What follows belongs to an exercise in optimizing a design on an open flow for small area and a short achievable clock period; a production flow would make more cautious choices. At most, simulation tests tie the RTL to the original design; equivalence was not proved. Power figures rest on the tool's default switching activity, not on a simulated workload.

## lr_memories
module lr_memories(
    input        clk,
    input  [7:0] in_data,
    input  [5:0] in_addr,
    input        in_wr,
    output [7:0] in_q,
    input  [7:0] out_data,
    input  [3:0] out_addr,
    input        out_wr,
    output [7:0] out_q,
    input  [7:0] w_data,
    input  [3:0] w_addr,
    input        w_wr,
    output [7:0] w_q
);
  memory_in u_in (
    .data(in_data), .addr(in_addr), .wr(in_wr), .clk(clk), .out(in_q)
  );
  memory_out u_out (
    .data(out_data), .addr(out_addr), .wr(out_wr), .clk(clk), .out(out_q)
  );
  memory_weight u_w (
    .data(w_data), .addr(w_addr), .wr(w_wr), .clk(clk), .out(w_q)
  );
endmodule
Size: roughly 1600 cells after synthesis, roughly 790 flip-flops.
Settings: LEC_CHECK=0, CAP_MARGIN=20, CORE_MARGIN=2, CORE_UTILIZATION=70, CTS_CLUSTER_DIAMETER=60, CTS_CLUSTER_SIZE=30, PLACE_DENSITY=0.8, SETUP_SLACK_MARGIN=3.0, SLEW_MARGIN=20, SYNTH_HIERARCHICAL=1, SYNTH_MINIMUM_KEEP_SIZE=0, TNS_END_PERCENT=10; clock period 5.0 ns.
standard.sh (not shown) runs the stock make flow with config.mk's settings and CLKGATE_MAP_FILE= SYNTH_SCRIPT=/design/flow/synth_recipe.tcl, a recipe that flattens the netlist after the stock synthesis.
==> flow/flow/run.sh <==
#!/bin/bash
# Layout flow: the standard ORFS flow (standard.sh), synthesis unchanged,
# with these changes to the later steps:
#  - the port buffers are plain buffers, not the delay cells buffer_ports
#    otherwise picks;
#  - clock tree synthesis without dummy loads and with larger sink clusters;
#  - slow low-power inverters and delay cells are kept out of the layout
#    steps (the platform's own don't-use list plus these);
#  - the address decoder and read-tree gates start at drive strengths that
#    fit their fanout (flow/presize.tcl, after floorplanning);
#  - each output port's buffer is moved next to the flip-flop that drives it
#    after global placement (flow/outbuf_place.tcl), so that the buffer
#    drives the wire to the port.
# Each step's full log stays under orfs/logs; make's own output goes to
# flow_synth.log and flow_layout.log here.
set -euo pipefail
here=$(pwd)

bash standard.sh synth > "$here/flow_synth.log" 2>&1

cts_args="-sink_clustering_enable -repair_clock_nets -dont_use_dummy_load"
cts_args="$cts_args -sink_clustering_size 30 -sink_clustering_max_diameter 60"

platform_dont_use=$(make -s -C "$FLOW_HOME" -f - print <<'MK'
include platforms/sky130hd/config.mk
print:
	@echo $(DONT_USE_CELLS)
MK
)
dont_use="$platform_dont_use sky130_fd_sc_hd__clkinvlp_* sky130_fd_sc_hd__dlygate4sd*"
dont_use="$dont_use sky130_fd_sc_hd__clkdlybuf4s* sky130_fd_sc_hd__dlymetal6s*"

bash standard.sh \
  DONT_USE_CELLS="$dont_use" \
  BUFFER_PORTS_ARGS="-buffer_cell sky130_fd_sc_hd__buf_2" \
  CTS_ARGS="$cts_args" \
  POST_FLOORPLAN_TCL="$here/flow/presize.tcl" \
  POST_GLOBAL_PLACE_TCL="$here/flow/outbuf_place.tcl" \
  finish > "$here/flow_layout.log" 2>&1
==> flow/flow/outbuf_place.tcl <==
# Move each output port's buffer next to the flip-flop that drives it, after
# global placement: the buffer, not the flip-flop, then drives the long wire
# to the port.
set ob_block [ord::get_db_block]
set ob_count 0
foreach bterm [$ob_block getBTerms] {
  if {[$bterm getIoType] ne "OUTPUT"} { continue }
  set net [$bterm getNet]
  if {$net eq "NULL"} { continue }
  set buf ""
  foreach it [$net getITerms] { if {[$it isOutputSignal]} { set buf [$it getInst] } }
  if {$buf eq ""} { continue }
  set in ""
  foreach it [$buf getITerms] { if {[$it isInputSignal]} { set in [$it getNet] } }
  if {$in eq "" || $in eq "NULL"} { continue }
  set src ""
  foreach it [$in getITerms] { if {[$it isOutputSignal]} { set src [$it getInst] } }
  if {$src eq ""} { continue }
  set bb [$src getBBox]
  $buf setLocation [$bb xMax] [$bb yMin]
  $buf setPlacementStatus PLACED
  incr ob_count
}
puts "outbuf_place: moved $ob_count output buffers"
==> flow/flow/presize.tcl <==
# Starting drive strengths for the decoder and read-tree gates of mem_core,
# set after floorplanning so that placement and timing repair start from
# gates that can drive their known fanout. Each gate is found by the name of
# the net it drives and keeps its function; only the drive strength changes.
set presize_rules {
  {*.g_lit\[*\].u_inv.y}   4
  {*.addr_n\[*\]}          4
  {*.u_wr_n.y}             4
  {*.u_pd.y}               2
  {u_in.*.u_wl.y}          4
  {u_in.*.u_we.y}          2
  {*.u_wl.y}               2
  {*.u_we.y}               2
  {*.u_r.y}                2
  {*.u_r3.y}               2
  {u_in.*.g64.u_q.y}       2
}
set presize_count 0
set presize_db [ord::get_db]
foreach net [[ord::get_db_block] getNets] {
  set name [$net getName]
  set size ""
  foreach {pattern strength} $presize_rules {
    if {[string match $pattern $name]} { set size $strength; break }
  }
  if {$size eq ""} { continue }
  foreach iterm [$net getITerms] {
    if {![$iterm isOutputSignal]} { continue }
    set inst [$iterm getInst]
    set master [[$inst getMaster] getName]
    if {![regexp {^(.*_)[0-9]+$} $master -> stem]} { continue }
    set target [$presize_db findMaster "${stem}${size}"]
    if {$target eq "NULL" || [$target getName] eq $master} { continue }
    replace_cell [$inst getName] [$target getName]
    incr presize_count
  }
}
puts "presize: resized $presize_count gates"
The first run completed without violations.
Then changed:
PLACE_DENSITY = 0.75   (was 0.8)
TNS_END_PERCENT = 0   (was 10)
=>
- routed wire length came out lower by 2.3%
- die area does not change
- count of clock-buffer cells in the layout does not change
Then changed:
--- a/flow/flow/run.sh
+++ b/flow/flow/run.sh
@@ -11,5 +11,6 @@
 #  - each output port's buffer is moved next to the flip-flop that drives it
 #    after global placement (flow/outbuf_place.tcl), so that the buffer
-#    drives the wire to the port.
+#    drives the wire to the port;
+#  - timing repair only sizes gates and swaps pins, without inserting buffers.
 # Each step's full log stays under orfs/logs; make's own output goes to
 # flow_synth.log and flow_layout.log here.
@@ -35,4 +36,5 @@
   BUFFER_PORTS_ARGS="-buffer_cell sky130_fd_sc_hd__buf_2" \
   CTS_ARGS="$cts_args" \
+  SETUP_MOVE_SEQUENCE="unbuffer,sizeup,swap" \
   POST_FLOORPLAN_TCL="$here/flow/presize.tcl" \
   POST_GLOBAL_PLACE_TCL="$here/flow/outbuf_place.tcl" \
PLACE_DENSITY = 0.8   (was 0.75)
After rerunning: The changed run ran to the end with no violations; worst setup slack loses 0.0050 ns; combinational power falls by 6.3%; sequential power is about the same; cell area falls by 1.4%; synthesized cell count does not change; clock power falls by about 4%; clock-buffer cell count falls by 3.
Then changed:
--- a/flow/flow/run.sh
+++ b/flow/flow/run.sh
@@ -8,9 +8,5 @@
 #    steps (the platform's own don't-use list plus these);
 #  - the address decoder and read-tree gates start at drive strengths that
-#    fit their fanout (flow/presize.tcl, after floorplanning);
-#  - each output port's buffer is moved next to the flip-flop that drives it
-#    after global placement (flow/outbuf_place.tcl), so that the buffer
-#    drives the wire to the port;
-#  - timing repair only sizes gates and swaps pins, without inserting buffers.
+#    fit their fanout (flow/presize.tcl, after floorplanning).
 # Each step's full log stays under orfs/logs; make's own output goes to
 # flow_synth.log and flow_layout.log here.
@@ -34,8 +30,6 @@
 bash standard.sh \
   DONT_USE_CELLS="$dont_use" \
-  BUFFER_PORTS_ARGS="-buffer_cell sky130_fd_sc_hd__buf_2" \
+  BUFFER_PORTS_ARGS="-buffer_cell sky130_fd_sc_hd__buf_4" \
   CTS_ARGS="$cts_args" \
-  SETUP_MOVE_SEQUENCE="unbuffer,sizeup,swap" \
   POST_FLOORPLAN_TCL="$here/flow/presize.tcl" \
-  POST_GLOBAL_PLACE_TCL="$here/flow/outbuf_place.tcl" \
   finish > "$here/flow_layout.log" 2>&1
--- a/flow/flow/presize.tcl
+++ b/flow/flow/presize.tcl
@@ -9,5 +9,5 @@
   {*.u_pd.y}               2
   {u_in.*.u_wl.y}          4
-  {u_in.*.u_we.y}          2
+  {u_in.*.u_we.y}          4
   {*.u_wl.y}               2
   {*.u_we.y}               2
CORE_UTILIZATION = 80   (was 70)
PLACE_DENSITY = 0.9   (was 0.8)
removed: flow/flow/outbuf_place.tcl
Result:
- count of clock-buffer cells in the layout goes down by 2
- sequential cell count is unchanged
- register-to-register slack got worse by 0.19 ns
- maximum frequency goes down by 5.2%
- critical path depth goes up by 1
- routed wire length goes up by about 15%
- worst hold slack got worse by 0.0053 ns
- synthesized area stays the same
- via count goes up by 11%
- clock skew goes down by 0.021 ns

---

Another version of the RTL of lr_memories (not shown whole).
Size: ~1,600 cells after synthesis, ~790 flip-flops, about 66 I/O pins, about 29,000 um^2 of cells after synthesis.
Design lr_memories, start of the top module:
module lr_memories(
    input        clk,
    input  [7:0] in_data,
    input  [5:0] in_addr,
    input        in_wr,
    output [7:0] in_q,
    input  [7:0] out_data,
    input  [3:0] out_addr,
    input        out_wr,
    output [7:0] out_q,
    input  [7:0] w_data,
    input  [3:0] w_addr,
    input        w_wr,
    output [7:0] w_q
);
Settings: LEC_CHECK=0, CAP_MARGIN=20, CORE_MARGIN=2, CORE_UTILIZATION=60, CTS_CLUSTER_DIAMETER=60, CTS_CLUSTER_SIZE=30, PLACE_DENSITY=0.7, SETUP_SLACK_MARGIN=3.0, SLEW_MARGIN=20, SYNTH_HIERARCHICAL=1, SYNTH_MINIMUM_KEEP_SIZE=0, TNS_END_PERCENT=20; clock period 5.0 ns.
==> flow/flow/run.sh <==
#!/bin/bash
# Layout flow: the standard ORFS flow (standard.sh), synthesis unchanged,
# with these changes to the later steps:
#  - the port buffers are plain buffers, not the delay cells buffer_ports
#    otherwise picks;
#  - clock tree synthesis without dummy loads and with larger sink clusters;
#  - the address decoder and read-tree gates start at drive strengths that
#    fit their fanout (flow/presize.tcl, after floorplanning).
# Each step's full log stays under orfs/logs; make's own output goes to
# flow_synth.log and flow_layout.log here.
set -euo pipefail
here=$(pwd)

bash standard.sh synth > "$here/flow_synth.log" 2>&1

cts_args="-sink_clustering_enable -repair_clock_nets -dont_use_dummy_load"
cts_args="$cts_args -sink_clustering_size 30 -sink_clustering_max_diameter 60"

bash standard.sh \
  BUFFER_PORTS_ARGS="-buffer_cell sky130_fd_sc_hd__buf_4" \
  CTS_ARGS="$cts_args" \
  POST_FLOORPLAN_TCL="$here/flow/presize.tcl" \
  finish > "$here/flow_layout.log" 2>&1
==> flow/flow/presize.tcl <==
# Starting drive strengths for the decoder and read-tree gates of mem_core,
# set after floorplanning so that placement and timing repair start from
# gates that can drive their known fanout. Each gate is found by the name of
# the net it drives and keeps its function; only the drive strength changes.
set presize_rules {
  {*.g_lit\[*\].u_inv.y}   4
  {*.addr_n\[*\]}          4
  {*.u_wr_n.y}             4
  {*.u_pd.y}               4
  {*.u_wl.y}               2
  {*.u_we.y}               2
  {*.u_r.y}                2
  {*.u_r3.y}               2
}
set presize_count 0
set presize_db [ord::get_db]
foreach net [[ord::get_db_block] getNets] {
  set name [$net getName]
  set size ""
  foreach {pattern strength} $presize_rules {
    if {[string match $pattern $name]} { set size $strength; break }
  }
  if {$size eq ""} { continue }
  foreach iterm [$net getITerms] {
    if {![$iterm isOutputSignal]} { continue }
    set inst [$iterm getInst]
    set master [[$inst getMaster] getName]
    if {![regexp {^(.*_)[0-9]+$} $master -> stem]} { continue }
    set target [$presize_db findMaster "${stem}${size}"]
    if {$target eq "NULL" || [$target getName] eq $master} { continue }
    replace_cell [$inst getName] [$target getName]
    incr presize_count
  }
}
puts "presize: resized $presize_count gates"
The baseline passed the timing, design-rule and antenna checks.
Change:
--- a/flow/flow/run.sh
+++ b/flow/flow/run.sh
@@ -6,3 +6 @@
-#  - clock tree synthesis without dummy loads and with larger sink clusters;
-#  - the address decoder and read-tree gates start at drive strengths that
-#    fit their fanout (flow/presize.tcl, after floorplanning).
+#  - clock tree synthesis without dummy loads and with larger sink clusters.
@@ -22 +19,0 @@
-  POST_FLOORPLAN_TCL="$here/flow/presize.tcl" \
Settings changed: TNS_END_PERCENT 20 to 5.
removed: flow/flow/presize.tcl
After rerunning: Via count came out lower slightly. Non-clock buffer count is lower by 15. Worst setup slack gets worse by 0.66 ns. Register-to-register slack gets better by 0.03 ns. Final area shrinks by a few percent. Sequential power is about the same. Area after synthesis stays the same. Power falls slightly.

---

== run A ==
lr_memories, a different RTL version from the one above (not shown whole).
For scale: roughly 790 flip-flops, ~66 I/O pins, ~0.030 mm^2 of cells after synthesis.
clock: 5.0 ns
lec_check: 0
cap_margin: 20
core_margin: 2
core_utilization: 60
cts_cluster_diameter: 60
cts_cluster_size: 30
place_density: 0.7
setup_slack_margin: 2.6
slew_margin: 20
synth_hierarchical: 1
synth_minimum_keep_size: 0
run.sh (not shown) runs the stock make flow with config.mk's settings and CLKGATE_MAP_FILE= SYNTH_SCRIPT=/design/flow/synth_recipe.tcl, a recipe that flattens the netlist after the stock synthesis.
Stock flow here: none of the scripts above is used.
Every stage of the flow completed for run A, and the final layout passed the timing, design-rule and antenna checks.
The following lists how run B was set up differently from run A:
- CORE_UTILIZATION: 60 -> 40
- CTS_CLUSTER_DIAMETER: 60 -> unset
- SETUP_SLACK_MARGIN: 2.6 -> 3.0
- PLACE_DENSITY: 0.7 -> 0.6
- CTS_CLUSTER_SIZE: 30 -> unset
==> notes.md <==
Between run B and run A, the global routing met1 resource utilization is lower for run B. Both conditions hold for run B: the flow ran to the end and the final layout passed the timing, design-rule and antenna checks. Relative to run A, the critical path depth of run B is higher by 1. Against run A, met3 wire length in run B rose by more than 10%. Higher total power among run B and run A: run B. On run B: multi-input logic portion of the cell area is 0.37 points higher than what run A gave. Number of nets at the end of the flow (higher): run B.
Input-level comparison between run C and run B:
- CTS_CLUSTER_DIAMETER: unset -> 60
- CORE_UTILIZATION: 40 -> 60
- PLACE_DENSITY: 0.6 -> 0.7
- CTS_CLUSTER_SIZE: unset -> 30
- TNS_END_PERCENT: unset -> 0
==> notes.md <==
Diff run B -> run C | switching component of the power | down by a little under 10%
Run C against run B: non-clock inverter instance count of the final layout barely changed, part of the power in the clock network shows a reduction of 7.2 points, minimum clock period went down 75 ps, worst setup slack has increased, fraction of area in clock buffers and inverters decreased 2.3 points.
Inputs modified between run C and run D:
- TNS_END_PERCENT: 0 -> unset
[summary]
Run D finished every stage and its layout cleared the timing, design-rule and antenna checks. Taking run C as the reference, in run D routed wire length picked up an extra 1.9 mm, final weighted congestion in routability-driven placement lost 0.73%. Compare run C and run D | overall power lower: run C. Between run C and run D, the flow reports wire length on met3 decreasing by a little under 10%. The run showing the smaller global-route usage is run C. Changes observed in run D relative to run C: number of antenna violations at the first check in global routing rose by 1, number of setup buffers added after CTS shows an increase of 58, worst clock skew went up.

---

Another version of the RTL of lr_memories (not shown whole).
Size in the first run: about 1600 cells after synthesis, ~790 flip-flops.
export LEC_CHECK = 0
export CAP_MARGIN = 20
export CORE_MARGIN = 2
export CORE_UTILIZATION = 70
export CTS_CLUSTER_DIAMETER = 60
export CTS_CLUSTER_SIZE = 30
export PLACE_DENSITY = 0.8
export SETUP_SLACK_MARGIN = 3.0
export SLEW_MARGIN = 20
export SYNTH_HIERARCHICAL = 1
export SYNTH_MINIMUM_KEEP_SIZE = 0
export TNS_END_PERCENT = 0
create_clock -name core_clock -period 5.0 [get_ports {clk}]
standard.sh (not shown) runs the stock make flow with config.mk's settings and CLKGATE_MAP_FILE= SYNTH_SCRIPT=/design/flow/synth_recipe.tcl, a recipe that flattens the netlist after the stock synthesis.
==> flow/flow/run.sh <==
#!/bin/bash
# Layout flow: the standard ORFS flow (standard.sh), synthesis unchanged,
# with these changes to the later steps:
#  - the port buffers are plain buffers, not the delay cells buffer_ports
#    otherwise picks;
#  - clock tree synthesis without dummy loads and with larger sink clusters;
#  - slow low-power inverters and delay cells are kept out of the layout
#    steps (the platform's own don't-use list plus these);
#  - the address decoder and read-tree gates start at drive strengths that
#    fit their fanout (flow/presize.tcl, after floorplanning);
#  - each output port's buffer is moved next to the flip-flop that drives it
#    after global placement (flow/outbuf_place.tcl), so that the buffer
#    drives the wire to the port.
# Each step's full log stays under orfs/logs; make's own output goes to
# flow_synth.log and flow_layout.log here.
set -euo pipefail
here=$(pwd)

bash standard.sh synth > "$here/flow_synth.log" 2>&1

cts_args="-sink_clustering_enable -repair_clock_nets -dont_use_dummy_load"
cts_args="$cts_args -sink_clustering_size 30 -sink_clustering_max_diameter 60"

platform_dont_use=$(make -s -C "$FLOW_HOME" -f - print <<'MK'
include platforms/sky130hd/config.mk
print:
	@echo $(DONT_USE_CELLS)
MK
)
dont_use="$platform_dont_use sky130_fd_sc_hd__clkinvlp_* sky130_fd_sc_hd__dlygate4sd*"
dont_use="$dont_use sky130_fd_sc_hd__clkdlybuf4s* sky130_fd_sc_hd__dlymetal6s*"

bash standard.sh \
  DONT_USE_CELLS="$dont_use" \
  BUFFER_PORTS_ARGS="-buffer_cell sky130_fd_sc_hd__buf_2" \
  CTS_ARGS="$cts_args" \
  POST_FLOORPLAN_TCL="$here/flow/presize.tcl" \
  POST_GLOBAL_PLACE_TCL="$here/flow/outbuf_place.tcl" \
  finish > "$here/flow_layout.log" 2>&1
==> flow/flow/presize.tcl <==
# Starting drive strengths for the decoder and read-tree gates of mem_core,
# set after floorplanning so that placement and timing repair start from
# gates that can drive their known fanout. Each gate is found by the name of
# the net it drives and keeps its function; only the drive strength changes.
set presize_rules {
  {*.g_last.u_p.s*}        1
  {*.addr_n*}              4
  {*.wr_n}                 4
  {*.u_wr_n.y}             4
  {*.u_pd.y}               2
  {u_in.*.u_wl.y}          4
  {u_in.*.u_we.y}          2
  {*.u_wl.y}               2
  {*.u_we.y}               2
  {*.u_r.y}                2
  {*.u_r3.y}               2
  {u_in.*.g64.u_q.y}       2
}
set presize_count 0
set presize_db [ord::get_db]
foreach net [[ord::get_db_block] getNets] {
  set name [$net getName]
  set size ""
  foreach {pattern strength} $presize_rules {
    if {[string match $pattern $name]} { set size $strength; break }
  }
  if {$size eq ""} { continue }
  foreach iterm [$net getITerms] {
    if {![$iterm isOutputSignal]} { continue }
    set inst [$iterm getInst]
    set master [[$inst getMaster] getName]
    if {![regexp {^(.*_)[0-9]+$} $master -> stem]} { continue }
    set target [$presize_db findMaster "${stem}${size}"]
    if {$target eq "NULL" || [$target getName] eq $master} { continue }
    replace_cell [$inst getName] [$target getName]
    incr presize_count
  }
}
puts "presize: resized $presize_count gates"
Other scripts of this flow, unchanged in this note and not shown: flow/flow/outbuf_place.tcl
The first run completed with no timing, DRC or antenna violations.
Then changed:
--- a/flow/flow/presize.tcl
+++ b/flow/flow/presize.tcl
@@ -6,4 +6,4 @@
   {*.g_last.u_p.s*}        1
-  {*.addr_n*}              4
-  {*.wr_n}                 4
+  {*.g_lit\[*\].u_inv.y}   4
+  {*.addr_n\[*\]}          4
   {*.u_wr_n.y}             4
Result: Total power came out lower by 0.32%; sequential cell count is unchanged; register-to-register slack is about the same; cell area is about the same; sequential share of layout area increases by 0.13 points; clock-buffer cell count is lower by 1; die area is unchanged.
No functional check of the RTL was part of any run of this note.

-- afterwards: timing with drivers on the ports --
Ports are ideal in the flow. The routed layouts listed here were re-timed in OpenROAD. Step 1: set_driving_cell puts a clkbuf_16 on clk and a buf_2 on each other input, an assumption about the parent block. Step 2 adds t to the input delays and takes it off the output delays; t is the mean of the earliest and latest rising clock arrival at the registers after step 1. Input paths then give back, and output paths get back, about the clock's delay inside the block. a / b / c = no drivers / after step 1 / after step 2; a / b = the first two.
| run | shift t [ns] | slack for setup (ns) | worst setup path at the end |
|---|---|---|---|
| the first run of note 1 | 0.640 | 2.825 / 2.831 / 2.204 | input to register |
| the second run of note 1 | 0.635 | 2.905 / 2.832 / 2.196 | input to register |
| the third run of note 1 | 0.623 | 2.900 / 2.870 / 2.277 | input to register |
| the fourth run of note 1 | 0.635 | 2.785 / 2.767 / 2.132 | input to register |
| the first run of note 2 | 0.648 | 2.850 / 2.809 / 2.161 | input to register |
| the second run of note 2 | 0.639 | 2.190 / 2.211 / 1.572 | input to register |
| run A | 0.665 | 2.533 / 2.571 / 1.906 | input to register |
| run B | 0.673 | 2.733 / 2.711 / 2.037 | input to register |
| run C | 0.657 | 2.809 / 2.724 / 2.067 | input to register |
| run D | 0.684 | 2.742 / 2.734 / 2.050 | input to register |
| the first run of note 4 | 0.643 | 2.718 / 2.753 / 2.109 | input to register |
| the second run of note 4 | 0.639 | 2.643 / 2.660 / 2.021 | input to register |
After both steps every run listed still meets setup and hold. The setup slack of run C, which loses most, moves by -0.085 ns with the drivers and by -0.742 ns with both steps.
